Background: an optimization exercise with open tools, aiming at small area and a short achievable clock period. Do not read the settings as production practice. In this exercise RTL edits were held to simulation tests only and were not proved equivalent to the original.

## the baseline
## conv_kernel
module conv_kernel(
  input         clk,
  input         rst_n,
  input         clear,
  input  [31:0] i_pixel,
  input  [31:0] i_weight,
  output [31:0] o_pixel
);
reg  [31:0] mult_a;
reg         mult_b_s;
reg  [7:0]  mult_b_e;
reg         mult_b_fz;
reg  [4:0]  mult_b_tz;
reg  [35:0] mult_b_bd;
reg  [31:0] add_a;
reg  [31:0] add_b;
wire [31:0] product;
wire [31:0] sum;
wire        w_s;
wire [7:0]  w_e;
wire        w_fz;
wire [4:0]  w_tz;
wire [35:0] w_bd;
booth_enc U_booth_enc (.b(i_weight), .sb(w_s), .eb(w_e), .fbz(w_fz), .tzb(w_tz), .bd(w_bd));
always @(posedge clk, negedge rst_n) begin
  if (!rst_n) begin
    mult_a    <= 32'b0;
    mult_b_s  <= 1'b0;
    mult_b_e  <= 8'b0;
    mult_b_fz <= 1'b0;
    mult_b_tz <= 5'b0;
    mult_b_bd <= 36'b0;
  end else begin
    mult_a    <= i_pixel;
    mult_b_s  <= w_s;
    mult_b_e  <= w_e;
    mult_b_fz <= w_fz;
    mult_b_tz <= w_tz;
    mult_b_bd <= w_bd;
  end
end
always @(posedge clk, negedge rst_n) begin
  if (!rst_n) begin
    add_a <= 32'b0;
    add_b <= 32'b0;
  ...
Size in the first run: ~4900 cells after synthesis, about 38000 µm² of cells after synthesis.
==> flow/config.mk <==
export PLATFORM = sky130hd
export DESIGN_NAME = conv_kernel
export DESIGN_NICKNAME = conv_kernel
export VERILOG_FILES = /design/flow/design.v
export SDC_FILE = /design/flow/constraint.sdc
export NUM_CORES = 4
export LEC_CHECK = 0
export CAP_MARGIN = 20
export CORE_MARGIN = 2
export CORE_UTILIZATION = 40
export SETUP_SLACK_MARGIN = 5
export SLEW_MARGIN = 20
export TNS_END_PERCENT = 5
==> flow/constraint.sdc <==
create_clock -name core_clock -period 12.0 [get_ports {clk}]
set_input_delay 2.4000 -clock core_clock [delete_from_list [all_inputs] [get_ports {clk}]]
set_output_delay 2.4000 -clock core_clock [all_outputs]
set_load 0.01 [all_outputs]
run.sh (not shown) runs the stock make flow with config.mk's settings and CLKGATE_MAP_FILE= SYNTH_SCRIPT=/design/flow/synth_recipe.tcl, a recipe that flattens the netlist after the stock synthesis.
### the baseline -> the candidate
diff --git a/flow/design.v b/flow/design.v
--- a/flow/design.v
+++ b/flow/design.v
@@ -1052,15 +1052,16 @@
 wire [26:0] y_al  = a_ge ? {b_sh[26:1], b_sh[0] | stb} : {a_sh[26:1], a_sh[0] | sta};
 wire [23:0] zh = sub ? ~y_al[26:3] : y_al[26:3];
 wire [2:0]  yl = y_al[2:0];
 wire [3:0]  lo = sub ? ({1'b0, ~yl} + 4'd1) : {1'b0, yl};
 wire [2:0]  tl = lo[2:0];
 wire        c3 = lo[3];
 wire [24:0] h0 = {1'b0, mx} + {1'b0, zh};
-wire [24:0] h1 = {1'b0, mx} + {1'b0, zh} + 25'd1;
+wire [25:0] h1w = {1'b0, mx, 1'b1} + {1'b0, zh, 1'b1};
+wire [24:0] h1  = h1w[25:1];
 wire [24:0] h  = c3 ? h1 : h0;
 wire caseR = ~sub & h0[24];
 wire caseL = sub & ~h[23];
 wire caseN = ~caseR & ~caseL;
 wire        rR   = h0[0] & ((|tl) | h0[1]);
 wire [22:0] fR   = rR ? h1[23:1] : h0[23:1];
 wire        rN   = tl[2] & (tl[1] | tl[0] | h0[0]);
@@ -1182,42 +1183,42 @@
 wire [31:0] sum;
 wire        w_s;
 wire [7:0]  w_e;
 wire        w_fz;
 wire [4:0]  w_tz;
 wire [35:0] w_bd;
 booth_enc U_booth_enc (.b(i_weight), .sb(w_s), .eb(w_e), .fbz(w_fz), .tzb(w_tz), .bd(w_bd));
+reg run;
 always @(posedge clk, negedge rst_n) begin
-  if (!rst_n) begin
-    mult_a    <= 32'b0;
-    mult_b_s  <= 1'b0;
-    mult_b_e  <= 8'b0;
-    mult_b_fz <= 1'b0;
-    mult_b_tz <= 5'b0;
-    mult_b_bd <= 36'b0;
-  end else begin
-    mult_a    <= i_pixel;
-    mult_b_s  <= w_s;
-    mult_b_e  <= w_e;
-    mult_b_fz <= w_fz;
-    mult_b_tz <= w_tz;
-    mult_b_bd <= w_bd;
-  end
+  if (!rst_n)
+    run <= 1'b0;
+  else
+    run <= 1'b1;
 end
-always @(posedge clk, negedge rst_n) begin
-  if (!rst_n) begin
+always @(posedge clk) begin
+  mult_a    <= i_pixel;
+  mult_b_s  <= w_s;
+  mult_b_e  <= w_e;
+  mult_b_fz <= w_fz;
+  mult_b_tz <= w_tz;
+  mult_b_bd <= w_bd;
+end
+always @(posedge clk) begin
+  if (clear || !run)
     add_a <= 32'b0;
+  else
+    add_a <= product;
+end
+always @(posedge clk, negedge rst_n) begin
+  if (!rst_n)
     add_b <= 32'b0;
-  end else if (clear) begin
-    add_a <= 32'b0;
+  else if (clear || !run)
     add_b <= 32'b0;
-  end else begin
-    add_a <= product;
+  else
     add_b <= sum;
-  end
 end
 assign o_pixel = add_b;
 floating_mult U_floating_mult (
   .a(mult_a), .sb(mult_b_s), .eb(mult_b_e), .fbz(mult_b_fz), .tzb(mult_b_tz), .bd(mult_b_bd),
   .r(product)
 );
 floating_adder U_floating_adder (.a(add_a), .b(add_b), .r(sum));
--- outcome ---
Re basic-gate share of the synthesized area counting and, or, nand and nor cells: the candidate is 0.52 points up on the baseline. Looking at count of clock-buffer cells in the layout across the candidate and the baseline, the one that comes out lower is the baseline. Diff the baseline -> the candidate | number of instances in the synthesized netlist | increase of 41. The number of stages on the worst hold path was comparable across the candidate and the baseline. When the candidate is set beside the baseline, its setup slack at placement turns out to be 0.22 ns larger. Delta (the candidate minus the baseline): cell area after synthesis decreased 0.84%; met2 capacity usage during global routing increased 4.6 points; critical path depth decreased 9.7%. The total clock sinks in the candidate sits 1 above the value recorded for the baseline.

[re-timing with driven ports]
The results above use ideal ports. As a check the final layouts listed here were re-extracted and re-timed, cells and wires unchanged. Step 1 sets driving cells, clkbuf_16 on the clock port and buf_2 on the other inputs (assumed; they add their load-dependent delay and slew). Step 2 times the ports against the registers' clock, not the clock port: input delays grow and output delays shrink by t, the midpoint of the rising clock arrivals with the driver on. a / b / c = ideal ports / drivers / drivers and shift; a / b = the first two.
run	shift t [ns]	slack for setup (ns)	cell pins on the clock port's net
the baseline	0.558	4.605 / 4.605 / 4.605	1
the candidate	0.550	5.102 / 5.102 / 5.102	1
After both steps every run listed still meets setup and hold.
